What follows belongs to an exercise in optimizing a design on an open flow for small area; a production flow would make more cautious choices.
Function was not checked in any run shown here: the RTL went through the layout flow alone.

<file path="flow/config.mk">
export PLATFORM = sky130hd
export DESIGN_NAME = iob_axil_macc
export DESIGN_NICKNAME = iob_axil_macc
export VERILOG_FILES = /design/flow/design.v
export SDC_FILE = /design/flow/constraint.sdc
export NUM_CORES = 4
export LEC_CHECK = 0
export CAP_MARGIN = 20
export CORE_MARGIN = 2
export CORE_UTILIZATION = 40
export SLEW_MARGIN = 20
export SYNTH_HIERARCHICAL = 1
export SYNTH_MINIMUM_KEEP_SIZE = 0
</file>
<file path="flow/constraint.sdc">
create_clock -name core_clock -period 5.0 [get_ports {clk_i}]
set_input_delay 1.0000 -clock core_clock [delete_from_list [all_inputs] [get_ports {clk_i}]]
set_output_delay 1.0000 -clock core_clock [all_outputs]
set_load 0.01 [all_outputs]
</file>
<file path="flow/design.v">
`timescale 1ns / 1ps
module iob_reg_ca #(
   parameter DATA_W  = 1,
   parameter RST_VAL = {DATA_W{1'b0}}
) (
   input                   clk_i,
   input                   cke_i,
   input                   arst_i,
   input      [DATA_W-1:0] data_i,
   output reg [DATA_W-1:0] data_o
);
   always @(posedge clk_i, negedge arst_i) begin
      if (!arst_i) begin
         data_o <= RST_VAL;
      end else if (cke_i) begin
         data_o <= data_i;
      end
   end
endmodule
`timescale 1ns / 1ps
module iob_reg_cae #(
   parameter DATA_W  = 1,
   parameter RST_VAL = {DATA_W{1'b0}}
) (
   input                   clk_i,
   input                   cke_i,
   input                   arst_i,
   input                   en_i,
   input      [DATA_W-1:0] data_i,
   output reg [DATA_W-1:0] data_o
);
   always @(posedge clk_i, negedge arst_i) begin
      if (!arst_i) begin
         data_o <= RST_VAL;
      end else if (cke_i & en_i) begin
         data_o <= data_i;
      end
   end
endmodule
`timescale 1ns / 1ps
module iob_reverse #(
   parameter DATA_W = 21
) (
   input  [DATA_W-1:0] data_i,
   output [DATA_W-1:0] data_o
);
   genvar pos;
   generate
      for (pos = 0; pos < DATA_W; pos = pos + 1) begin : reverse
         assign data_o[pos] = data_i[(DATA_W-1)-pos];
      end
   endgenerate
endmodule
`timescale 1ns / 1ps
module iob_prio_enc #(
   parameter W    = 21,
   parameter MODE = "LOW"
) (
   input      [          W-1:0] unencoded_i,
   output reg [$clog2(W+1)-1:0] encoded_o
);
   wire [W+1-1:0] unencoded_int;
   assign unencoded_int = {(~(|unencoded_i)), unencoded_i};
   integer pos;
   generate
      if (MODE == "LOW") begin : gen_low_prio
         always @* begin
            encoded_o = 1'b0;   
            for (pos = W; pos != -1; pos = pos - 1) begin
               if (unencoded_int[pos]) begin
                  encoded_o = pos[$clog2(W)-1:0];
               end
            end
         end
      end else begin : gen_highest_prio   
         always @* begin
            encoded_o = 1'b0;   
            for (pos = {W{1'd0}}; pos < (W + 1); pos = pos + 1) begin
               if (unencoded_int[pos]) begin
                  encoded_o = pos[$clog2(W)-1:0];
               end
            end
         end
      end
   endgenerate
endmodule
`timescale 1ns / 1ps
module iob_ctls #(
   parameter W      = 21,
   parameter MODE   = 0,    
   parameter SYMBOL = 0     
) (
   input  [          W-1:0] data_i,
   output [$clog2(W+1)-1:0] count_o
);
   wire [W-1:0] data_int1;
   generate
      if (SYMBOL == 0) begin : g_zeros
         assign data_int1 = data_i;
      end else begin : g_ones
         assign data_int1 = ~data_i;
      end
   endgenerate
   wire [W-1:0] data_int2;
   generate
      if (MODE == 1) begin : g_reverse
         iob_reverse #(W) reverse0 (
            .data_i(data_int1),
            .data_o(data_int2)
         );
      end else begin : g_noreverse
         assign data_int2 = data_int1;
      end
   endgenerate
   iob_prio_enc #(
      .W   (W),
      .MODE("LOW")
   ) prio_encoder0 (
      .unencoded_i(data_int2),
      .encoded_o  (count_o)
   );
endmodule
`timescale 1ns / 1ps
module iob_axil2iob #(
   parameter AXIL_ADDR_W = 21,            
   parameter AXIL_DATA_W = 21,            
   parameter ADDR_W      = AXIL_ADDR_W,   
   parameter DATA_W      = AXIL_DATA_W    
) (
   input                      clk_i,
   input                      cke_i,
   input                      arst_i,
   input  [  AXIL_ADDR_W-1:0] axil_araddr_i,
   input                      axil_arvalid_i,
   output                     axil_arready_o,
   output [  AXIL_DATA_W-1:0] axil_rdata_o,
   output [            2-1:0] axil_rresp_o,
   output                     axil_rvalid_o,
   input                      axil_rready_i,
   input  [  AXIL_ADDR_W-1:0] axil_awaddr_i,
   input                      axil_awvalid_i,
   output                     axil_awready_o,
   input  [  AXIL_DATA_W-1:0] axil_wdata_i,
   input  [AXIL_DATA_W/8-1:0] axil_wstrb_i,
   input                      axil_wvalid_i,
   output                     axil_wready_o,
   output [            2-1:0] axil_bresp_o,
   output                     axil_bvalid_o,
   input                      axil_bready_i,
   output                     iob_valid_o,
   output [       ADDR_W-1:0] iob_addr_o,
   output [       DATA_W-1:0] iob_wdata_o,
   output [     DATA_W/8-1:0] iob_wstrb_o,
   input                      iob_rvalid_i,
   input  [       DATA_W-1:0] iob_rdata_i,
   input                      iob_ready_i,
   output                     iob_rready_o
);
   localparam WSTRB_W = DATA_W / 8;
   wire [ADDR_W-1:0] iob_addr;
   wire              iob_addr_en;
   assign axil_wready_o = iob_ready_i;
   assign axil_bresp_o  = 2'b0;
   wire axil_bvalid_nxt;
   assign axil_bvalid_nxt = (iob_valid_o & (|iob_wstrb_o)) ? iob_ready_i : (axil_bvalid_o & ~axil_bready_i);
   assign axil_arready_o = iob_ready_i;
   assign axil_rresp_o = 2'b0;
   assign axil_rvalid_o = iob_rvalid_i;
   assign axil_rdata_o = iob_rdata_i;
   assign iob_valid_o = axil_wvalid_i | axil_arvalid_i;
   assign iob_addr_o = axil_arvalid_i ? axil_araddr_i : axil_awvalid_i ? axil_awaddr_i : iob_addr;
   assign iob_wdata_o = axil_wdata_i;
   assign iob_wstrb_o = axil_wvalid_i ? axil_wstrb_i : {WSTRB_W{1'b0}};
   assign iob_rready_o = axil_rready_i;
   assign iob_addr_en = axil_arvalid_i | axil_awvalid_i;
   iob_reg_ca #(
      .DATA_W (1),
      .RST_VAL(0)
   ) iob_reg_bvalid (
      .clk_i (clk_i),
      .cke_i (cke_i),
      .arst_i(arst_i),
      .data_i(axil_bvalid_nxt),
      .data_o(axil_bvalid_o)
   );
   iob_reg_cae #(
      .DATA_W (ADDR_W),
      .RST_VAL(0)
   ) iob_reg_addr (
      .clk_i (clk_i),
      .cke_i (cke_i),
      .arst_i(arst_i),
      .en_i  (iob_addr_en),
      .data_i(iob_addr_o),
      .data_o(iob_addr)
   );
   wire awready_en;
   wire axil_awready_nxt;
   assign awready_en       = axil_awready_o ? axil_awvalid_i : (axil_bvalid_o & axil_bready_i);
   assign axil_awready_nxt = ~axil_awready_o;   
   iob_reg_cae #(
      .DATA_W (1),
      .RST_VAL(1)
   ) iob_reg_awready (
      .clk_i (clk_i),
      .cke_i (cke_i),
      .arst_i(arst_i),
      .en_i  (awready_en),
      .data_i(axil_awready_nxt),
      .data_o(axil_awready_o)
   );
endmodule
`timescale 1ns / 1ps
module iob_axil_macc_csrs #(
   parameter ADDR_W = 4,   
   parameter DATA_W = 32
) (
   input                 clk_i,
   input                 cke_i,
   input                 arst_i,
   input  [       2-1:0] axil_araddr_i,
   input                 axil_arvalid_i,
   output                axil_arready_o,
   output [  DATA_W-1:0] axil_rdata_o,
   output [       2-1:0] axil_rresp_o,
   output                axil_rvalid_o,
   input                 axil_rready_i,
   input  [       2-1:0] axil_awaddr_i,
   input                 axil_awvalid_i,
   output                axil_awready_o,
   input  [  DATA_W-1:0] axil_wdata_i,
   input  [DATA_W/8-1:0] axil_wstrb_i,
   input                 axil_wvalid_i,
   output                axil_wready_o,
   output [       2-1:0] axil_bresp_o,
   output                axil_bvalid_o,
   input                 axil_bready_i,
   output                en_o,
   input                 done_i,
   output                load_o,
   output [       8-1:0] a_o,
   output [       8-1:0] b_o,
   input  [      16-1:0] c_i
);
   wire                internal_iob_valid;
   wire [  ADDR_W-1:0] internal_iob_addr;
   wire [  DATA_W-1:0] internal_iob_wdata;
   wire [DATA_W/8-1:0] internal_iob_wstrb;
   wire                internal_iob_rvalid;
   wire [  DATA_W-1:0] internal_iob_rdata;
   wire                internal_iob_ready;
   wire                internal_iob_rready;
   wire                state;
   reg                 state_nxt;
   wire                write_en;
   wire [  ADDR_W-1:0] internal_iob_addr_stable;
   wire [  ADDR_W-1:0] internal_iob_addr_reg;
   wire                internal_iob_addr_reg_en;
   wire                en_wdata;
   wire                en_wen;
   wire                load_wdata;
   wire                load_wen;
   wire [       8-1:0] a_wdata;
   wire                a_wen;
   wire [       8-1:0] b_wdata;
   wire                b_wen;
   wire                iob_rvalid_out;
   reg                 iob_rvalid_nxt;
   wire [      32-1:0] iob_rdata_out;
   reg  [      32-1:0] iob_rdata_nxt;
   wire                iob_ready_out;
   reg                 iob_ready_nxt;
   reg                 iob_addr_i_0_8;
   reg                 iob_addr_i_4_16;
   reg                 iob_addr_i_8_0;
   function [31:0] iob_max;
      input [31:0] a;
      input [31:0] b;
      begin
         if (a > b) iob_max = a;
         else iob_max = b;
      end
   endfunction
   function [31:0] iob_min;
      input [31:0] a;
      input [31:0] b;
      begin
         if (a < b) iob_min = a;
         else iob_min = b;
      end
   endfunction
   function [31:0] iob_cshift_left;
      input [31:0] DATA;
      input integer DATA_W;
      input integer SHIFT;
      begin
         iob_cshift_left = (DATA << SHIFT) | (DATA >> (DATA_W - SHIFT));
      end
   endfunction
   function [31:0] iob_cshift_right;
      input [31:0] DATA;
      input integer DATA_W;
      input integer SHIFT;
      begin
         iob_cshift_right = (DATA >> SHIFT) | (DATA << (DATA_W - SHIFT));
      end
   endfunction
   localparam WSTRB_W = DATA_W / 8;
   localparam WAIT_REQ = 1'd0;
   localparam WAIT_RVALID = 1'd1;
   assign internal_iob_addr_reg_en = (state == WAIT_REQ);
   assign internal_iob_addr_stable = (state == WAIT_RVALID) ? internal_iob_addr_reg : internal_iob_addr;
   assign write_en = |internal_iob_wstrb;
   wire [($clog2(WSTRB_W)+1)-1:0] byte_offset;
   iob_ctls #(
      .W     (WSTRB_W),
      .MODE  (0),
      .SYMBOL(0)
   ) bo_inst (
      .data_i (internal_iob_wstrb),
      .count_o(byte_offset)
   );
   wire [ADDR_W-1:0] waddr;
   assign waddr    = ((internal_iob_addr_stable>>$clog2((DATA_W/8)))<<$clog2((DATA_W/8))) + byte_offset;
   assign en_wdata = internal_iob_wdata[0+:1];
   wire en_addressed_w;
   assign en_addressed_w = (waddr >= 0) && (waddr < 1);
   assign en_wen         = internal_iob_valid & (write_en & en_addressed_w);
   iob_reg_cae #(
      .DATA_W (1),
      .RST_VAL(1'd0)
   ) en_datareg (
      .clk_i (clk_i),
      .cke_i (cke_i),
      .arst_i(arst_i),
      .en_i  (en_wen),
      .data_i(en_wdata),
      .data_o(en_o)
   );
   assign load_wdata = internal_iob_wdata[16+:1];
   wire load_addressed_w;
   assign load_addressed_w = (waddr >= 2) && (waddr < 3);
   assign load_wen         = internal_iob_valid & (write_en & load_addressed_w);
   iob_reg_cae #(
      .DATA_W (1),
      .RST_VAL(1'd0)
   ) load_datareg (
      .clk_i (clk_i),
      .cke_i (cke_i),
      .arst_i(arst_i),
      .en_i  (load_wen),
      .data_i(load_wdata),
      .data_o(load_o)
   );
   assign a_wdata = internal_iob_wdata[24+:8];
   wire a_addressed_w;
   assign a_addressed_w = (waddr >= 3) && (waddr < 4);
   assign a_wen         = internal_iob_valid & (write_en & a_addressed_w);
   iob_reg_cae #(
      .DATA_W (8),
      .RST_VAL(8'd0)
   ) a_datareg (
      .clk_i (clk_i),
      .cke_i (cke_i),
      .arst_i(arst_i),
      .en_i  (a_wen),
      .data_i(a_wdata),
      .data_o(a_o)
   );
   assign b_wdata = internal_iob_wdata[0+:8];
   wire b_addressed_w;
   assign b_addressed_w = (waddr >= 4) && (waddr < 5);
   assign b_wen         = internal_iob_valid & (write_en & b_addressed_w);
   iob_reg_cae #(
      .DATA_W (8),
      .RST_VAL(8'd0)
   ) b_datareg (
      .clk_i (clk_i),
      .cke_i (cke_i),
      .arst_i(arst_i),
      .en_i  (b_wen),
      .data_i(b_wdata),
      .data_o(b_o)
   );
   assign internal_iob_rvalid = iob_rvalid_out;
   assign internal_iob_rdata  = iob_rdata_out;
   assign internal_iob_ready  = iob_ready_out;
   wire [7:0] byte_aligned_done_i;
   assign byte_aligned_done_i = done_i;
   wire [15:0] byte_aligned_c_i;
   assign byte_aligned_c_i = c_i;
   always @* begin
      iob_rdata_nxt  = 32'd0;
      iob_addr_i_0_8 = (((internal_iob_addr_stable>>$clog2((DATA_W/8)))<<$clog2((DATA_W/8))) == 0);
      if (iob_addr_i_0_8) begin
         iob_rdata_nxt[8+:8] = byte_aligned_done_i | 8'd0;
      end
      iob_addr_i_4_16 = ((
      ((internal_iob_addr_stable>>$clog2((DATA_W/8)))<<$clog2((DATA_W/8)))
      >= 4) && (
      ((internal_iob_addr_stable>>$clog2((DATA_W/8)))<<$clog2((DATA_W/8)))
      < 8));
      if (iob_addr_i_4_16) begin
         iob_rdata_nxt[16+:16] = byte_aligned_c_i | 16'd0;
      end
      iob_addr_i_8_0 = (((internal_iob_addr_stable>>$clog2((DATA_W/8)))<<$clog2((DATA_W/8))) == 8);
      if (iob_addr_i_8_0) begin
         iob_rdata_nxt[0+:16] = 16'h0081 | 16'd0;
      end
      iob_ready_nxt  = 1'b0;
      iob_rvalid_nxt = 1'b0;
      state_nxt      = state;
      case (state)
         WAIT_REQ: begin
            if (internal_iob_valid & (!internal_iob_ready)) begin   
               iob_ready_nxt = 1'b1;
               if (iob_ready_nxt && (!write_en)) begin
                  state_nxt = WAIT_RVALID;
               end
            end
         end
         default: begin   
            if (internal_iob_rready & internal_iob_rvalid) begin   
               iob_rvalid_nxt = 1'b0;
               state_nxt      = WAIT_REQ;
            end else begin
               iob_rvalid_nxt = 1'b1;
            end
         end
      endcase
   end   
   iob_reg_cae #(
      .DATA_W (ADDR_W),
      .RST_VAL({ADDR_W{1'b0}})
   ) internal_addr_reg (
      .clk_i (clk_i),
      .cke_i (cke_i),
      .arst_i(arst_i),
      .en_i  (internal_iob_addr_reg_en),
      .data_i(internal_iob_addr),
      .data_o(internal_iob_addr_reg)
   );
   iob_reg_ca #(
      .DATA_W (1),
      .RST_VAL(1'b0)
   ) state_reg (
      .clk_i (clk_i),
      .cke_i (cke_i),
      .arst_i(arst_i),
      .data_i(state_nxt),
      .data_o(state)
   );
   iob_axil2iob #(
      .AXIL_ADDR_W(ADDR_W),
      .AXIL_DATA_W(DATA_W)
   ) iob_axil2iob_coverter (
      .clk_i         (clk_i),
      .cke_i         (cke_i),
      .arst_i        (arst_i),
      .axil_araddr_i ({axil_araddr_i, 2'b0}),
      .axil_arvalid_i(axil_arvalid_i),
      .axil_arready_o(axil_arready_o),
      .axil_rdata_o  (axil_rdata_o),
      .axil_rresp_o  (axil_rresp_o),
      .axil_rvalid_o (axil_rvalid_o),
      .axil_rready_i (axil_rready_i),
      .axil_awaddr_i ({axil_awaddr_i, 2'b0}),
      .axil_awvalid_i(axil_awvalid_i),
      .axil_awready_o(axil_awready_o),
      .axil_wdata_i  (axil_wdata_i),
      .axil_wstrb_i  (axil_wstrb_i),
      .axil_wvalid_i (axil_wvalid_i),
      .axil_wready_o (axil_wready_o),
      .axil_bresp_o  (axil_bresp_o),
      .axil_bvalid_o (axil_bvalid_o),
      .axil_bready_i (axil_bready_i),
      .iob_valid_o   (internal_iob_valid),
      .iob_addr_o    (internal_iob_addr),
      .iob_wdata_o   (internal_iob_wdata),
      .iob_wstrb_o   (internal_iob_wstrb),
      .iob_rvalid_i  (internal_iob_rvalid),
      .iob_rdata_i   (internal_iob_rdata),
      .iob_ready_i   (internal_iob_ready),
      .iob_rready_o  (internal_iob_rready)
   );
   iob_reg_ca #(
      .DATA_W (1),
      .RST_VAL(1'b0)
   ) rvalid_reg (
      .clk_i (clk_i),
      .cke_i (cke_i),
      .arst_i(arst_i),
      .data_i(iob_rvalid_nxt),
      .data_o(iob_rvalid_out)
   );
   iob_reg_ca #(
      .DATA_W (32),
      .RST_VAL(32'b0)
   ) rdata_reg (
      .clk_i (clk_i),
      .cke_i (cke_i),
      .arst_i(arst_i),
      .data_i(iob_rdata_nxt),
      .data_o(iob_rdata_out)
   );
   iob_reg_ca #(
      .DATA_W (1),
      .RST_VAL(1'b0)
   ) ready_reg (
      .clk_i (clk_i),
      .cke_i (cke_i),
      .arst_i(arst_i),
      .data_i(iob_ready_nxt),
      .data_o(iob_ready_out)
   );
endmodule
`timescale 1ns / 1ps
module iob_axil_macc #(
   parameter DATA_W = 32
) (
   input                 clk_i,
   input                 cke_i,
   input                 arst_i,
   input  [       2-1:0] iob_csrs_axil_araddr_i,
   input                 iob_csrs_axil_arvalid_i,
   output                iob_csrs_axil_arready_o,
   output [  DATA_W-1:0] iob_csrs_axil_rdata_o,
   output [       2-1:0] iob_csrs_axil_rresp_o,
   output                iob_csrs_axil_rvalid_o,
   input                 iob_csrs_axil_rready_i,
   input  [       2-1:0] iob_csrs_axil_awaddr_i,
   input                 iob_csrs_axil_awvalid_i,
   output                iob_csrs_axil_awready_o,
   input  [  DATA_W-1:0] iob_csrs_axil_wdata_i,
   input  [DATA_W/8-1:0] iob_csrs_axil_wstrb_i,
   input                 iob_csrs_axil_wvalid_i,
   output                iob_csrs_axil_wready_o,
   output [       2-1:0] iob_csrs_axil_bresp_o,
   output                iob_csrs_axil_bvalid_o,
   input                 iob_csrs_axil_bready_i
);
   wire          arvalid = iob_csrs_axil_arvalid_i;
   wire          awvalid = iob_csrs_axil_awvalid_i;
   wire          wvalid = iob_csrs_axil_wvalid_i;
   wire [   3:0] wstrb = iob_csrs_axil_wstrb_i;
   wire [  31:0] wdata = iob_csrs_axil_wdata_i;
   reg           st;
   reg           rdy;
   reg           bvalid;
   reg           awready;
   reg  [   1:0] addr_q;   
   reg  [   1:0] ia;   
   wire          rvalid = st & ~rdy;
   wire          valid = wvalid | arvalid;
   wire          we = wvalid & (|wstrb);
   wire [   1:0] addr = arvalid ? iob_csrs_axil_araddr_i :
                        awvalid ? iob_csrs_axil_awaddr_i : addr_q;
   wire [   1:0] as = st ? ia : addr;
   wire          w0 = wvalid & (as == 2'd0);
   wire          en_wen = w0 & wstrb[0];
   wire          load_wen = w0 & (wstrb[2:0] == 3'b100);
   wire          a_wen = w0 & (wstrb == 4'b1000);
   wire          b_wen = wvalid & (as == 2'd1) & wstrb[0];
   always @(posedge clk_i, negedge arst_i) begin
      if (!arst_i) begin
         st      <= 1'b0;
         rdy     <= 1'b0;
         bvalid  <= 1'b0;
         awready <= 1'b1;
         addr_q  <= 2'd0;
      end else if (cke_i) begin
         rdy     <= ~st & ~rdy & valid;
         st      <= st ? (rdy | ~iob_csrs_axil_rready_i) : (~rdy & valid & ~we);
         bvalid  <= we ? rdy : (bvalid & ~iob_csrs_axil_bready_i);
         if (awready ? awvalid : (bvalid & iob_csrs_axil_bready_i)) awready <= ~awready;
         addr_q  <= addr;
      end
   end
   always @(posedge clk_i) begin
      if (cke_i & ~st) ia <= addr;
   end
   reg           en;
   reg           load;
   reg  [   7:0] a;
   reg  [   7:0] b;
   wire          en_d;
   wire          load_d;
   wire [   7:0] a_d;
   wire [   7:0] b_d;
   macc_mux #(
      .W(1)
   ) en_mux (
      .s (cke_i & en_wen),
      .d0(en),
      .d1(wdata[0]),
      .y (en_d)
   );
   macc_mux #(
      .W(1)
   ) load_mux (
      .s (cke_i & load_wen),
      .d0(load),
      .d1(wdata[16]),
      .y (load_d)
   );
   macc_mux #(
      .W(8)
   ) a_mux (
      .s (cke_i & a_wen),
      .d0(a),
      .d1(wdata[31:24]),
      .y (a_d)
   );
   macc_mux #(
      .W(8)
   ) b_mux (
      .s (cke_i & b_wen),
      .d0(b),
      .d1(wdata[7:0]),
      .y (b_d)
   );
   always @(posedge clk_i, negedge arst_i) begin
      if (!arst_i) begin
         en   <= 1'b0;
         load <= 1'b0;
         a    <= 8'd0;
         b    <= 8'd0;
      end else begin
         en   <= en_d;
         load <= load_d;
         a    <= a_d;
         b    <= b_d;
      end
   end
   reg           en_int;
   reg  [   2:0] dn;
   reg           done_int;
   reg  [  15:0] accn;   
   reg  [   7:0] a_s;
   reg  [   7:0] b_s;
   wire [  15:0] acc_sumn;
   wire [  15:0] accn_d;
   wire          enp = en & ~en_int;
   macc_tree macc (
      .a (a_s),
      .b (b_s),
      .mn(accn | {16{load}}),
      .qn(acc_sumn)
   );
   macc_mux #(
      .W(16)
   ) acc_mux (
      .s (cke_i & dn[2]),
      .d0(accn),
      .d1(acc_sumn),
      .y (accn_d)
   );
   always @(posedge clk_i, negedge arst_i) begin
      if (!arst_i) begin
         en_int   <= 1'b0;
         dn       <= 3'd0;
         done_int <= 1'b0;
         accn     <= 16'hffff;
      end else begin
         if (cke_i) begin
            en_int   <= en;
            dn       <= {dn[1:0], enp};
            done_int <= ~enp & (dn[2] | done_int);
         end
         accn <= accn_d;
      end
   end
   always @(posedge clk_i) begin
      if (cke_i & dn[0]) begin
         a_s <= a;
         b_s <= b;
      end
   end
   reg  [  15:0] cqn;
   reg           dq;
   always @(posedge clk_i) begin
      if (cke_i) begin
         cqn <= accn;
         dq <= done_int;
      end
   end
   wire ia0 = (ia == 2'd0);
   wire ia1 = (ia == 2'd1);
   wire ia2 = (ia == 2'd2);
   assign iob_csrs_axil_rdata_o   = {~cqn & {16{ia1}}, 7'd0, dq & ia0, ia2, 6'd0, ia2};
   assign iob_csrs_axil_rresp_o   = 2'b0;
   assign iob_csrs_axil_rvalid_o  = rvalid;
   assign iob_csrs_axil_arready_o = rdy;
   assign iob_csrs_axil_wready_o  = rdy;
   assign iob_csrs_axil_awready_o = awready;
   assign iob_csrs_axil_bresp_o   = 2'b0;
   assign iob_csrs_axil_bvalid_o  = bvalid;
endmodule
module macc_mux #(
   parameter W = 1
) (
   input          s,
   input  [W-1:0] d0,
   input  [W-1:0] d1,
   output [W-1:0] y
);
   assign y = s ? d1 : d0;
endmodule
module macc_tree (
   input  [ 7:0] a,
   input  [ 7:0] b,
   input  [15:0] mn,
   output [15:0] qn
);
   wire n1, n2;
   macc_fa h0 (mn[5], ~(a[0] & b[5]), 1'b1, n1, n2);
   wire n3, n4;
   macc_fa u0 (mn[6], ~(a[0] & b[6]), ~(a[1] & b[5]), n3, n4);
   wire n5, n6;
   macc_fa h1 (~(a[2] & b[4]), ~(a[3] & b[3]), 1'b1, n5, n6);
   wire n7, n8;
   macc_fa u1 (mn[7], ~(a[0] & b[7]), ~(a[1] & b[6]), n7, n8);
   wire n9, n10;
   macc_fa u2 (~(a[2] & b[5]), ~(a[3] & b[4]), ~(a[4] & b[3]), n9, n10);
   wire n11, n12;
   macc_fa h2 (~(a[5] & b[2]), ~(a[6] & b[1]), 1'b1, n11, n12);
   wire n13, n14;
   macc_fa u3 (mn[8], ~(a[1] & b[7]), ~(a[2] & b[6]), n13, n14);
   wire n15, n16;
   macc_fa u4 (~(a[3] & b[5]), ~(a[4] & b[4]), ~(a[5] & b[3]), n15, n16);
   wire n17, n18;
   macc_fa h3 (~(a[6] & b[2]), ~(a[7] & b[1]), 1'b1, n17, n18);
   wire n19, n20;
   macc_fa u5 (mn[9], ~(a[2] & b[7]), ~(a[3] & b[6]), n19, n20);
   wire n21, n22;
   macc_fa u6 (~(a[4] & b[5]), ~(a[5] & b[4]), ~(a[6] & b[3]), n21, n22);
   wire n23, n24;
   macc_fa u7 (mn[10], ~(a[3] & b[7]), ~(a[4] & b[6]), n23, n24);
   wire n25, n26;
   macc_fa h4 (mn[3], ~(a[0] & b[3]), 1'b1, n25, n26);
   wire n27, n28;
   macc_fa u8 (mn[4], ~(a[0] & b[4]), ~(a[1] & b[3]), n27, n28);
   wire n29, n30;
   macc_fa h5 (~(a[2] & b[2]), ~(a[3] & b[1]), 1'b1, n29, n30);
   wire n31, n32;
   macc_fa u9 (~(a[1] & b[4]), ~(a[2] & b[3]), ~(a[3] & b[2]), n31, n32);
   wire n33, n34;
   macc_fa u10 (~(a[4] & b[1]), ~(a[5] & b[0]), n1, n33, n34);
   wire n35, n36;
   macc_fa u11 (~(a[4] & b[2]), ~(a[5] & b[1]), ~(a[6] & b[0]), n35, n36);
   wire n37, n38;
   macc_fa u12 (n2, n5, n3, n37, n38);
   wire n39, n40;
   macc_fa u13 (~(a[7] & b[0]), n6, n11, n39, n40);
   wire n41, n42;
   macc_fa u14 (n4, n7, n9, n41, n42);
   wire n43, n44;
   macc_fa u15 (n12, n17, n10, n43, n44);
   wire n45, n46;
   macc_fa u16 (n8, n13, n15, n45, n46);
   wire n47, n48;
   macc_fa u17 (~(a[7] & b[2]), n18, n14, n47, n48);
   wire n49, n50;
   macc_fa u18 (n16, n19, n21, n49, n50);
   wire n51, n52;
   macc_fa u19 (~(a[5] & b[5]), ~(a[6] & b[4]), ~(a[7] & b[3]), n51, n52);
   wire n53, n54;
   macc_fa u20 (n20, n22, n23, n53, n54);
   wire n55, n56;
   macc_fa u21 (mn[11], ~(a[4] & b[7]), ~(a[5] & b[6]), n55, n56);
   wire n57, n58;
   macc_fa u22 (~(a[6] & b[5]), ~(a[7] & b[4]), n24, n57, n58);
   wire n59, n60;
   macc_fa u23 (mn[12], ~(a[5] & b[7]), ~(a[6] & b[6]), n59, n60);
   wire n61, n62;
   macc_fa h6 (mn[2], ~(a[0] & b[2]), 1'b1, n61, n62);
   wire n63, n64;
   macc_fa u24 (~(a[1] & b[2]), ~(a[2] & b[1]), ~(a[3] & b[0]), n63, n64);
   wire n65, n66;
   macc_fa u25 (~(a[4] & b[0]), n26, n29, n65, n66);
   wire n67, n68;
   macc_fa u26 (n30, n28, n31, n67, n68);
   wire n69, n70;
   macc_fa u27 (n32, n35, n34, n69, n70);
   wire n71, n72;
   macc_fa u28 (n36, n39, n38, n71, n72);
   wire n73, n74;
   macc_fa u29 (n40, n42, n43, n73, n74);
   wire n75, n76;
   macc_fa u30 (n44, n46, n47, n75, n76);
   wire n77, n78;
   macc_fa u31 (n51, n48, n50, n77, n78);
   wire n79, n80;
   macc_fa u32 (n52, n55, n54, n79, n80);
   wire n81, n82;
   macc_fa u33 (~(a[7] & b[5]), n56, n59, n81, n82);
   wire n83, n84;
   macc_fa u34 (mn[13], ~(a[6] & b[7]), ~(a[7] & b[6]), n83, n84);
   wire n85, n86;
   macc_fa h7 (mn[1], ~(a[0] & b[1]), 1'b1, n85, n86);
   wire n87, n88;
   macc_fa u35 (~(a[1] & b[1]), ~(a[2] & b[0]), n61, n87, n88);
   wire n89, n90;
   macc_fa u36 (n62, n25, n63, n89, n90);
   wire n91, n92;
   macc_fa u37 (n64, n27, n65, n91, n92);
   wire n93, n94;
   macc_fa u38 (n66, n33, n67, n93, n94);
   wire n95, n96;
   macc_fa u39 (n68, n37, n69, n95, n96);
   wire n97, n98;
   macc_fa u40 (n41, n70, n71, n97, n98);
   wire n99, n100;
   macc_fa u41 (n45, n72, n73, n99, n100);
   wire n101, n102;
   macc_fa u42 (n49, n74, n75, n101, n102);
   wire n103, n104;
   macc_fa u43 (n53, n76, n77, n103, n104);
   wire n105, n106;
   macc_fa u44 (n57, n78, n79, n105, n106);
   wire n107, n108;
   macc_fa u45 (n58, n81, n80, n107, n108);
   wire n109, n110;
   macc_fa u46 (n60, n83, n82, n109, n110);
   wire n111, n112;
   macc_fa u47 (mn[14], ~(a[7] & b[7]), n84, n111, n112);
   wire n113, n114;
   macc_fa h8 (mn[0], ~(a[0] & b[0]), 1'b1, n113, n114);
   wire n115, n116;
   macc_fa u48 (~(a[1] & b[0]), n85, n114, n115, n116);
   wire n117, n118;
   macc_fa u49 (n86, n87, n116, n117, n118);
   wire n119, n120;
   macc_fa u50 (n88, n89, n118, n119, n120);
   wire n121, n122;
   macc_fa u51 (n90, n91, n120, n121, n122);
   wire n123, n124;
   macc_fa u52 (n92, n93, n122, n123, n124);
   wire [9:0] r0 = {mn[15], n110, n108, n106, n104, n102, n100, n98, n96, n94};
   wire [9:0] r1 = {n112, n111, n109, n107, n105, n103, n101, n99, n97, n95};
   wire [9:0] rs = r0 + r1 + n124;
   assign qn = {rs[9], rs[8], rs[7], rs[6], rs[5], rs[4], rs[3], rs[2], rs[1], rs[0], n123, n121, n119, n117, n115, n113};
endmodule
module macc_fa (
   input  x,
   input  y,
   input  z,
   output s,
   output c
);
   assign s = x ^ y ^ z;
   assign c = (x & y) | (x & z) | (y & z);
endmodule
module macc_ha (
   input  x,
   input  y,
   output s,
   output c
);
   assign s = x ^ y;
   assign c = x & y;
endmodule
</file>
<file path="flow/flow/run.sh">
#!/bin/bash
bash standard.sh \
  "BUFFER_PORTS_ARGS=-buffer_cell sky130_fd_sc_hd__buf_1" \
  "CTS_ARGS=-sink_clustering_enable -repair_clock_nets -dont_use_dummy_load -buf_list sky130_fd_sc_hd__clkbuf_8 -sink_clustering_size 30" \
  finish > standard.log 2>&1
</file>
<file path="flow/standard.sh">
#!/bin/bash
# synth_recipe.tcl (not shown) runs the flow's synth.tcl, then flattens the netlist and writes it again
# the make line also repeats each setting of config.mk as NAME=value (left out here)
make -C /OpenROAD-flow-scripts/flow DESIGN_CONFIG=/design/flow/config.mk WORK_HOME=/design/flow/orfs CLKGATE_MAP_FILE= SYNTH_SCRIPT=/design/flow/synth_recipe.tcl "${@:-finish}"
</file>
==> summary.txt, run 1 <==
# TYPE chip_impl_metric gauge
chip_impl_info{name="mostFrequentLayoutCell",value="sky130_fd_sc_hd__nand2_1"} 1
chip_impl_metric{name="h_tree_level_count",unit=""} 3
chip_impl_metric{name="dpl.cell_count",unit=""} 649
chip_impl_metric{name="post_synth.cell_area_avg",unit="sq um"} 12.5
chip_impl_metric{name="die-area",unit="sq mm"} 0.0145
chip_impl_metric{name="clk_pin_slew",unit="ns"} 0.08
chip_impl_metric{name="synth_adder_area_share",unit="%"} 25.5
chip_impl_metric{name="cts-buffers-inserted",unit=""} 9
chip_impl_metric{name="compound_cell_area_share_of_the_yosys_netlist",unit="%"} 3.92
chip_impl_metric{name="die_w",unit="microns"} 120
chip_impl_metric{name="portBuffers",unit=""} 56
chip_impl_metric{name="post_layout_utilization_of_the_core",unit="%"} 44.3
chip_impl_metric{name="synth_edf_count",unit=""} 35
chip_impl_metric{name="syn_inst",unit=""} 434
chip_impl_info{name="rr_endpoint",value="accn[14]"} 1
chip_impl_metric{name="globalRouteTotalUtil",unit="%"} 14.7
chip_impl_metric{name="layout_cells_sized_above_1",unit="%"} 22.6
chip_impl_info{name="worstSetupEndpointType",value="flip-flop"} 1
chip_impl_metric{name="actual_transition_at_the_worst_max_transition_pin",unit="ns"} 1.03
chip_impl_metric{name="slew-limit-headroom",unit="%"} 30.9
chip_impl_info{name="timing.critical_path.mode_cell",value="sky130_fd_sc_hd__fa_2"} 1
chip_impl_metric{name="async_reset_ff_share",unit="%"} 56.3
chip_impl_metric{name="worst-r2r-setup-slack",unit="ns"} 0.23
chip_impl_metric{name="start_util",unit="%"} 40.9
chip_impl_info{name="cp-startpoint",value="load"} 1
chip_impl_metric{name="synth.area.mux_share",unit="%"} 10.2
chip_impl_metric{name="yosys.area_share.xor_xnor",unit="%"} 1.29
chip_impl_metric{name="die_height",unit="microns"} 120
chip_impl_info{name="most_instantiated_flip_flop_cell_in_the_synthesis_netlist",value="sky130_fd_sc_hd__edfxtp_1"} 1
chip_impl_metric{name="routed_wl",unit="microns"} 9750
chip_impl_metric{name="cts.sink_count",unit=""} 80
chip_impl_metric{name="worstPathMaxFanout",unit=""} 4
chip_impl_metric{name="synth-seq-cells",unit=""} 80
chip_impl_metric{name="worstSkewPairLatency",unit="ns"} 0.36
chip_impl_metric{name="synth_seq_area_share",unit="%"} 40.5
chip_impl_info{name="commonest_non_fill_non_tap_cells_in_the_layout",value="sky130_fd_sc_hd__nand2_1, sky130_fd_sc_hd__fa_1, sky130_fd_sc_hd__buf_1, sky130_fd_sc_hd__edfxtp_1"} 1
chip_impl_metric{name="finalHoldViolCount",unit=""} 0
chip_impl_metric{name="critPathArrivalTime",unit="ns"} 5.05
chip_impl_metric{name="setup_viol",unit=""} 0
chip_impl_metric{name="grt_antenna_before_repair",unit=""} 0
chip_impl_metric{name="critical_path.max_stage_delay",unit="ns"} 0.41
chip_impl_metric{name="finalWorstPathRequiredPeriod",unit="ns"} 4.77
chip_impl_metric{name="detail_route.vias_per_cell",unit=""} 4.74
chip_impl_metric{name="final.period_utilization",unit="%"} 95.4
chip_impl_info{name="clk_root_buffer_cell",value="sky130_fd_sc_hd__clkbuf_8"} 1
chip_impl_metric{name="via_count",unit=""} 3139
chip_impl_metric{name="drt_iter0_drc",unit=""} 167
chip_impl_info{name="synth_top_family_by_area",value="adder cells"} 1
chip_impl_info{name="worstSetupStartpointType",value="flip-flop"} 1
chip_impl_metric{name="reg2regPathDepth",unit=""} 17
chip_impl_metric{name="final_net_count",unit=""} 608
chip_impl_info{name="path_class",value="flip-flop to flip-flop"} 1
chip_impl_metric{name="clk_path_buf_depth",unit=""} 2
chip_impl_metric{name="antenna_cells_inserted",unit=""} 0
chip_impl_metric{name="synth_cell_types",unit=""} 46
chip_impl_info{name="tritoncts",value="done"} 1
chip_impl_metric{name="core_area",unit="sq mm"} 0.0132
chip_impl_metric{name="gpl.final_weighted_congestion",unit=""} 0.871
chip_impl_metric{name="timing.clock.skew",unit="ns"} 0.0246
chip_impl_metric{name="area.growth.synth_to_final",unit="%"} 8.29
chip_impl_metric{name="grt_start_max_net_pins",unit=""} 46
chip_impl_metric{name="fmax",unit="MHz"} 210
chip_impl_metric{name="top_level_ports",unit=""} 89
chip_impl_metric{name="hpwl_after_detailed_placement",unit="microns"} 7690
chip_impl_info{name="regToRegStartpoint",value="load"} 1
chip_impl_metric{name="ys_warn_count",unit=""} 7
chip_impl_info{name="crit_path_cell_trace",value="buf_4, or2_2, fa_1, fa_2, fa_2, fa_2, fa_2, fa_2, inv_2, fa_2, fa_2, nor2b_1, o2111ai_1, nand3_1, o41ai_2, xnor2_1, mux2_4"} 1
chip_impl_metric{name="globalRoute.totalOverflow",unit=""} 0
chip_impl_metric{name="first_global_vias",unit=""} 3314
chip_impl_metric{name="detail_route.drc_violations",unit=""} 0
chip_impl_info{name="crit_slowest_cell",value="sky130_fd_sc_hd__dfrtp_1"} 1
chip_impl_info{name="holdCritPathClass",value="flip-flop to flip-flop"} 1
chip_impl_metric{name="slew_violations",unit=""} 0
chip_impl_metric{name="syn-cell-area",unit="sq mm"} 0.00542
chip_impl_info{name="endpoint",value="accn[14]"} 1
chip_impl_metric{name="firstDrtPassIters",unit=""} 4
chip_impl_metric{name="max-cap-violations",unit=""} 0
chip_impl_metric{name="grt_first_pass_wirelength",unit="microns"} 16500
chip_impl_metric{name="synth-simple-area-share",unit="%"} 11.4
chip_impl_metric{name="avgRoutedWirePerCell",unit="microns"} 14.7
chip_impl_info{name="status",value="timing/DRC/antenna clean"} 1
chip_impl_metric{name="std_cell_rows",unit=""} 42
chip_impl_metric{name="ant_nets",unit=""} 0
chip_impl_metric{name="cp_data_required_time",unit="ns"} 5.28
chip_impl_metric{name="layout.cells.non_filler",unit=""} 662
-- worst max-delay path: cells and delay by family (launching register included) --
family / cells / cell delay [ns]
compound gates: 2 / 0.46
xor+xnor: 1 / 0.11
fa+ha+maj: 8 / 2.72
buf+inv: 2 / 0.22
flops: 1 / 0.41
mux: 1 / 0.26
simple gates: 3 / 0.50
-- cell type report --
type	instances	area, sq um
inverters	11	41.3
flip-flops and latches	80	2200
clock buffers	9	124
repair buffers	71	327
well taps	176	220
fillers	1251	7370
multi-input cells	315	2960
-- cells in the mapped netlist (5+ instances only) --
cell type | instances | share of area, %
sky130_fd_sc_hd__mux2_4 | 28 | 7.8
sky130_fd_sc_hd__dfstp_2 | 17 | 8.2
sky130_fd_sc_hd__fa_1 | 64 | 24
sky130_fd_sc_hd__mux2_2 | 10 | 2.1
sky130_fd_sc_hd__inv_1 | 11 | 0.76
sky130_fd_sc_hd__ha_1 | 8 | 1.8
sky130_fd_sc_hd__xnor2_1 | 5 | 0.81
sky130_fd_sc_hd__clkbuf_1 | 20 | 1.4
sky130_fd_sc_hd__nor2_1 | 28 | 1.9
sky130_fd_sc_hd__a21oi_1 | 5 | 0.46
sky130_fd_sc_hd__or2_2 | 16 | 1.8
sky130_fd_sc_hd__buf_4 | 26 | 3.6
sky130_fd_sc_hd__o21ai_0 | 5 | 0.46
sky130_fd_sc_hd__dfrtp_1 | 28 | 13
sky130_fd_sc_hd__nand2_1 | 75 | 5.2
sky130_fd_sc_hd__edfxtp_1 | 35 | 19
sky130_fd_sc_hd__nor2b_1 | 5 | 0.58
-- Yosys stat by module (local to each module, per instance), a selection --
module | flip-flops and latches | copies in the design | cells inside | cell area (sq um)
macc_fa | 0 | 62 | 1 | 20.0
iob_axil_macc | 80 | 1 | 188 | 2860
macc_tree | 0 | 1 | 146 | 782
-- per-layer routing --
layer	global-route usage [%]	routed length, microns	part of all wire (%)
met1	21.1	4580	47
met2	22.1	4510	46
met3	3.35	569	5.8
met4	5.01	93	0.95
met5	0	0	0
-- flip-flops by register name, indices dropped and copies added (netlist names), 2 cells and up --
register and flops:
accn 16, cqn 16, a 8, a_s 8
b 8, b_s 8, dn 3, addr_q 2
ia 2
-- worst min path at each step --
stage          start  endpoint  slack [ns]  depth (start not counted)
2_1_floorplan   a[0]    a_s[0]        0.43                          0
3_3_place_gp    b[0]    b_s[0]        0.44                          0
3_5_place_dp    b[2]    b_s[2]        0.45                          0
4_1_cts         a[5]    a_s[5]        0.47                          0
5_1_grt         b[6]    b_s[6]        0.48                          0
6_report        a[5]    a_s[5]        0.46                          0
-- cell families after synthesis --
family                   Yosys count
AO/OA/AOI/OAI                     29
XOR/XNOR                           8
adder cells (fa/ha/maj)           72
buffers and inverters             63
flip-flops                        80
multiplexers                      40
other                              2
AND/OR/NAND/NOR                  140
-- per-stage QoR --
| step | cell area, sq um | hold WS (ns) | setup TNS [ns] | setup slack [ns] |
|---|---|---|---|---|
| 2_1_floorplan | 5510 | 0.425 | 0 | 0.222 |
| 3_3_place_gp | 5690 | 0.436 | 0 | 0.0189 |
| 3_5_place_dp | 5690 | 0.447 | -0.0176 | -0.0176 |
| 4_1_cts | 5830 | 0.466 | 0 | 0.00603 |
| 5_1_grt | 5870 | 0.479 | -0.00197 | -0.00197 |
| 6_report | 5870 | 0.458 | 0 | 0.229 |
-- repair_timing --
action,CTS,global route
setup buffers,2,2
hold buffers,0,0
gates resized for setup,4,7
pin swaps,4,15
endpoints found under the setup margin,1,1
==> run 2: changes to the inputs <==
==> flow/flow/run.sh (replaced) <==
#!/bin/bash
# The standard layout (standard.sh), with three changes to how the
# layout is made:
#  - after floorplanning, every combinational cell from synthesis is swapped
#    to the smallest cell of its kind (flow/downsize.tcl); the later repair
#    steps size cells up again where timing, slew or load need it;
#  - the port buffers are buf_1 cells;
#  - the clock tree uses clkbuf_8 and no dummy loads.
# Each step's full output goes to its own log file in this folder.
set -euo pipefail
ODB="$PWD/orfs/results/sky130hd/iob_axil_macc/base/2_floorplan.odb"
ARGS=(
  "BUFFER_PORTS_ARGS=-buffer_cell sky130_fd_sc_hd__buf_1"
  "CTS_ARGS=-sink_clustering_enable -repair_clock_nets -dont_use_dummy_load -buf_list sky130_fd_sc_hd__clkbuf_8 -sink_clustering_size 30"
)
bash standard.sh "${ARGS[@]}" floorplan > standard_floorplan.log 2>&1
DS_ODB="$ODB" openroad -no_init -exit flow/downsize.tcl > downsize.log 2>&1
bash standard.sh "${ARGS[@]}" finish > standard_finish.log 2>&1
==> flow/flow/downsize.tcl (new file) <==
# Swap every combinational cell of the synthesized netlist to the smallest
# cell of the same kind (same base name and pins), before placement.  The
# flow's own repair steps then size up only what timing, slew or load need.
read_db $::env(DS_ODB)
set db [ord::get_db]
set block [ord::get_db_block]
set masters {}
foreach lib [$db getLibs] {
  foreach m [$lib getMasters] { dict set masters [$m getName] $m }
}
proc pins_of {m} {
  set p {}
  foreach t [$m getMTerms] { lappend p [$t getName] }
  return [lsort $p]
}
set swapped 0
set saved 0
foreach inst [$block getInsts] {
  set m [$inst getMaster]
  set name [$m getName]
  if {![regexp {^sky130_fd_sc_hd__([a-z0-9]+)_([0-9]+)$} $name -> base size]} { continue }
  if {[regexp {^(df|edf|sdf|dl|clk|conb|tap|fill|decap|lpflow|probe|diode|ebuf|einv)} $base]} { continue }
  set best $m
  set area [expr {[$m getWidth] * [$m getHeight]}]
  dict for {cn cm} $masters {
    if {![regexp "^sky130_fd_sc_hd__${base}_\[0-9\]+\$" $cn]} { continue }
    set a [expr {[$cm getWidth] * [$cm getHeight]}]
    if {$a < $area && [pins_of $cm] eq [pins_of $m]} { set best $cm; set area $a }
  }
  if {$best ne $m} {
    set saved [expr {$saved + [$m getWidth] * [$m getHeight] - $area}]
    $inst swapMaster $best
    incr swapped
  }
}
puts "downsize: swapped $swapped cells, saved [expr {$saved / 1.0e6}] um2"
write_db $::env(DS_ODB)
==> run 2 against run 1 <==
Net effect:
- cell count grew 0.30%
- count of clock-buffer cells in the layout unchanged
- global-route usage down 0.21 points
- via count up 1.4%
- critical path depth shrank 1
- synthesized cell count is the same
- non-clock buffer count increased by 2
- maximum frequency fell by 0.81%
- area after synthesis did not move
==> summary.txt, run 2 <==
# TYPE chip_impl_metric gauge
chip_impl_metric{name="first_global_vias",unit=""} 3347
chip_impl_info{name="biggest_regs",value="accn (16), cqn (16)"} 1
chip_impl_info{name="status",value="timing/DRC/antenna clean"} 1
chip_impl_metric{name="cts.sink_count",unit=""} 80
chip_impl_metric{name="grt_first_pass_wirelength",unit="microns"} 16500
chip_impl_metric{name="cts-buffers-inserted",unit=""} 9
chip_impl_metric{name="antenna_cells_inserted",unit=""} 0
chip_impl_info{name="synth_top_cells_by_area",value="sky130_fd_sc_hd__fa_1, sky130_fd_sc_hd__edfxtp_1, sky130_fd_sc_hd__dfrtp_1"} 1
chip_impl_metric{name="pre_cts_ws",unit="ns"} -0.0827
chip_impl_metric{name="die_w",unit="microns"} 120
chip_impl_metric{name="ys_warn_count",unit=""} 7
chip_impl_metric{name="dpl.cell_count",unit=""} 653
chip_impl_info{name="tritoncts",value="done"} 1
chip_impl_metric{name="synth_seq_area_share",unit="%"} 40.5
chip_impl_metric{name="grt_antenna_before_repair",unit=""} 0
chip_impl_metric{name="die-area",unit="sq mm"} 0.0145
chip_impl_metric{name="final.period_utilization",unit="%"} 96.2
chip_impl_metric{name="post_synth.cell_area_avg",unit="sq um"} 12.5
chip_impl_metric{name="portBuffers",unit=""} 56
chip_impl_info{name="mostFrequentLayoutCell",value="sky130_fd_sc_hd__nand2_1"} 1
chip_impl_metric{name="die_height",unit="microns"} 120
chip_impl_metric{name="slew_violations",unit=""} 0
chip_impl_metric{name="layout.cells.non_filler",unit=""} 664
chip_impl_metric{name="globalRoute.totalOverflow",unit=""} 0
chip_impl_metric{name="multi_input_comb_area",unit="sq mm"} 0.00286
chip_impl_metric{name="avgRoutedWirePerCell",unit="microns"} 14.7
chip_impl_metric{name="std_cell_rows",unit=""} 42
chip_impl_info{name="hp-start",value="b[6]"} 1
chip_impl_metric{name="syn_inst",unit=""} 434
chip_impl_metric{name="detail_route.drc_violations",unit=""} 0
chip_impl_info{name="commonest_non_fill_non_tap_cells_in_the_layout",value="sky130_fd_sc_hd__nand2_1, sky130_fd_sc_hd__fa_1, sky130_fd_sc_hd__buf_1, sky130_fd_sc_hd__edfxtp_1"} 1
chip_impl_info{name="timing.critical_path.mode_cell",value="sky130_fd_sc_hd__fa_2"} 1
chip_impl_metric{name="hpwl_after_detailed_placement",unit="microns"} 7760
chip_impl_metric{name="top_level_ports",unit=""} 89
chip_impl_metric{name="clk_pin_slew",unit="ns"} 0.07
chip_impl_metric{name="synth_cell_types",unit=""} 46
chip_impl_metric{name="drt_iter0_drc",unit=""} 167
chip_impl_metric{name="h_tree_level_count",unit=""} 3
chip_impl_metric{name="worstPathMaxFanout",unit=""} 4
chip_impl_metric{name="async_reset_ff_share",unit="%"} 56.3
chip_impl_info{name="grt_setup_unrepaired",value="true"} 1
chip_impl_info{name="worstSetupEndpointType",value="flip-flop"} 1
chip_impl_metric{name="globalRouteTotalUtil",unit="%"} 14.5
chip_impl_metric{name="finalHoldViolCount",unit=""} 0
chip_impl_info{name="regToRegStartpoint",value="load"} 1
chip_impl_metric{name="synth-seq-cells",unit=""} 80
chip_impl_metric{name="cts_hold_buffers",unit=""} 0
chip_impl_metric{name="critPathArrivalTime",unit="ns"} 5.09
chip_impl_info{name="most_instantiated_flip_flop_cell_in_the_synthesis_netlist",value="sky130_fd_sc_hd__edfxtp_1"} 1
chip_impl_metric{name="final_net_count",unit=""} 610
chip_impl_info{name="path_class",value="flip-flop to flip-flop"} 1
chip_impl_metric{name="routed_wl",unit="microns"} 9750
chip_impl_metric{name="timing.clock.skew",unit="ns"} 0.0229
chip_impl_metric{name="reg2regPathDepth",unit=""} 16
chip_impl_metric{name="core_area",unit="sq mm"} 0.0132
chip_impl_metric{name="critical_path.max_stage_delay",unit="ns"} 0.53
chip_impl_metric{name="ant_nets",unit=""} 0
chip_impl_metric{name="syn-cell-area",unit="sq mm"} 0.00542
chip_impl_metric{name="slew-limit-headroom",unit="%"} 41.3
chip_impl_info{name="post-synth-top-count-cell",value="sky130_fd_sc_hd__nand2_1"} 1
chip_impl_metric{name="synth_edf_count",unit=""} 35
chip_impl_metric{name="finalWorstPathRequiredPeriod",unit="ns"} 4.81
chip_impl_metric{name="area.growth.synth_to_final",unit="%"} 6.62
chip_impl_metric{name="max-cap-violations",unit=""} 0
chip_impl_info{name="worstSetupStartpointType",value="flip-flop"} 1
chip_impl_metric{name="post_layout_utilization_of_the_core",unit="%"} 43.7
chip_impl_metric{name="start_util",unit="%"} 40.9
chip_impl_metric{name="cp_data_required_time",unit="ns"} 5.28
chip_impl_metric{name="firstDrtPassIters",unit=""} 4
chip_impl_metric{name="clk_path_buf_depth",unit=""} 2
chip_impl_info{name="crit_slowest_cell",value="sky130_fd_sc_hd__fa_1"} 1
chip_impl_metric{name="worstSkewPairLatency",unit="ns"} 0.36
chip_impl_metric{name="filler_cell_count",unit=""} 1252
chip_impl_info{name="crit_path_cell_trace",value="or2_2, fa_1, fa_1, fa_2, fa_2, fa_2, fa_2, inv_2, fa_2, fa_2, nor2b_2, o2111ai_2, nand3_2, o41ai_2, xnor2_1, mux2_1"} 1
chip_impl_info{name="ys_top_cells_by_count",value="sky130_fd_sc_hd__nand2_1, sky130_fd_sc_hd__fa_1, sky130_fd_sc_hd__edfxtp_1"} 1
chip_impl_metric{name="actual_transition_at_the_worst_max_transition_pin",unit="ns"} 0.880
chip_impl_info{name="clk_root_buffer_cell",value="sky130_fd_sc_hd__clkbuf_8"} 1
chip_impl_metric{name="yosys.area.top_type_share",unit="%"} 23.6
chip_impl_info{name="holdCritPathClass",value="flip-flop to flip-flop"} 1
chip_impl_metric{name="detail_route.vias_per_cell",unit=""} 4.80
chip_impl_metric{name="fmax",unit="MHz"} 208
chip_impl_info{name="rr_endpoint",value="accn[14]"} 1
chip_impl_metric{name="min_path_cells",unit=""} 0
chip_impl_metric{name="setup_viol",unit=""} 0
chip_impl_metric{name="timing.final.ws_setup",unit="ns"} 0.190
chip_impl_metric{name="via_count",unit=""} 3184
chip_impl_metric{name="worst-r2r-setup-slack",unit="ns"} 0.19
chip_impl_metric{name="layout_cells_sized_above_1",unit="%"} 17.2
chip_impl_metric{name="grt_start_max_net_pins",unit=""} 46
chip_impl_info{name="holdPathEnd",value="b_s[6]"} 1
chip_impl_info{name="crit_family",value="adder cells"} 1
chip_impl_metric{name="gpl.final_weighted_congestion",unit=""} 0.877
chip_impl_info{name="synth_top_cell_by_area",value="sky130_fd_sc_hd__fa_1"} 1
chip_impl_metric{name="number_of_buffer_and_inverter_stages_on_the_critical_path",unit=""} 1
chip_impl_metric{name="layout.area.seq",unit="sq mm"} 0.00220
[run 2: metal layers]
layer  GRT usage [%]  wire length (microns)  vias to the layer above
li1                -                      -                     1477
met4            6.47                    262                        0
met3            2.88                    485                       13
met5               0                      0                        -
met2            22.2                   4510                       91
met1            20.0                   4490                     1603
[run 2: per-module statistics from Yosys (local to each module, per instance), a selection]
| module | flops+latches | cell area [sq um] | copies in the design | cells inside |
|---|---|---|---|---|
| iob_axil_macc | 80 | 2860 | 1 | 188 |
| macc_tree | 0 | 782 | 1 | 146 |
| macc_fa | 0 | 20.0 | 62 | 1 |
[run 2: how the worst max path moves through the flow]
stage | start | end | slack (ns) | depth (start not counted)
global placement | load | accn[14] | -0.08 | 16
global route | load | accn[14] | -0.06 | 16
floorplan | load | accn[14] | 0.22 | 16
CTS | load | accn[14] | 0.05 | 16
finish | load | accn[14] | 0.19 | 16
detailed placement | load | accn[14] | -0.08 | 16
[run 2: area by class of cell]
type | count | share of cell area [%]
clock buffer | 9 | 2.14
inverter | 11 | 0.714
timing repair buffer | 73 | 5.87
tap | 176 | 3.81
multi-input combinational | 315 | 49.4
sequential | 80 | 38.0
[run 2: timing repair]
action / 4_1_cts / 5_1_grt
setup buffers: 1 / 1
pin swaps: 4 / 9
setup endpoints to repair: 1 / 2
resized for setup: 4 / 10
[run 2: cells by family (layout without fill, tap and decap cells)]
kind of cell | Yosys count | in the layout | synth area share, %
and+or+nand+nor | 140 | 140 | 11.4
DFF | 80 | 80 | 40.5
adders and majority gates | 72 | 72 | 25.5
buffers and inverters | 63 | 93 | 7.04
muxes | 40 | 40 | 10.2
AOI/OAI and AO/OA | 29 | 29 | 3.92
xor gates and xnor gates | 8 | 8 | 1.29
other | 2 | 26 | 0.139
[run 2: per-stage QoR]
step | setup TNS (ns) | instance area, sq um | hold WS [ns]
after global placement | -0.0815 | 5600 | 0.427
after floorplan | 0 | 5510 | 0.425
after global routing | -0.0801 | 5780 | 0.465
after CTS | 0 | 5740 | 0.443
after detailed placement | -0.0827 | 5600 | 0.427
final | 0 | 5780 | 0.441

[port drivers added, routing unchanged]
No port has a modelled driver above. Below, the same layouts with a new extraction and two added sets of constraints. Step 1 assumes that a clkbuf_16 drives the clock port and a buf_2 every other input. Step 2 adds t to the input delays and takes it off the output delays; t is the mean of the earliest and latest rising clock arrival at the registers after step 1. Input paths then give back, and output paths get back, about the clock's delay inside the block. Slacks: no drivers / after step 1 / after step 2; pairs: no drivers / after step 1.
| run | t (ns) | setup slack, ns | worst hold slack (ns) | worst data-port slew with drivers (ns) | pins driven straight from the clock port |
|---|---|---|---|---|---|
| run 1 | 0.378 | 0.229 / 0.229 / 0.229 | 0.458 / 0.458 / 0.458 | 0.04 | 1 |
| run 2 | 0.383 | 0.190 / 0.190 / 0.190 | 0.441 / 0.441 / 0.441 | 0.05 | 1 |
After both steps setup and hold are still met in every run listed.
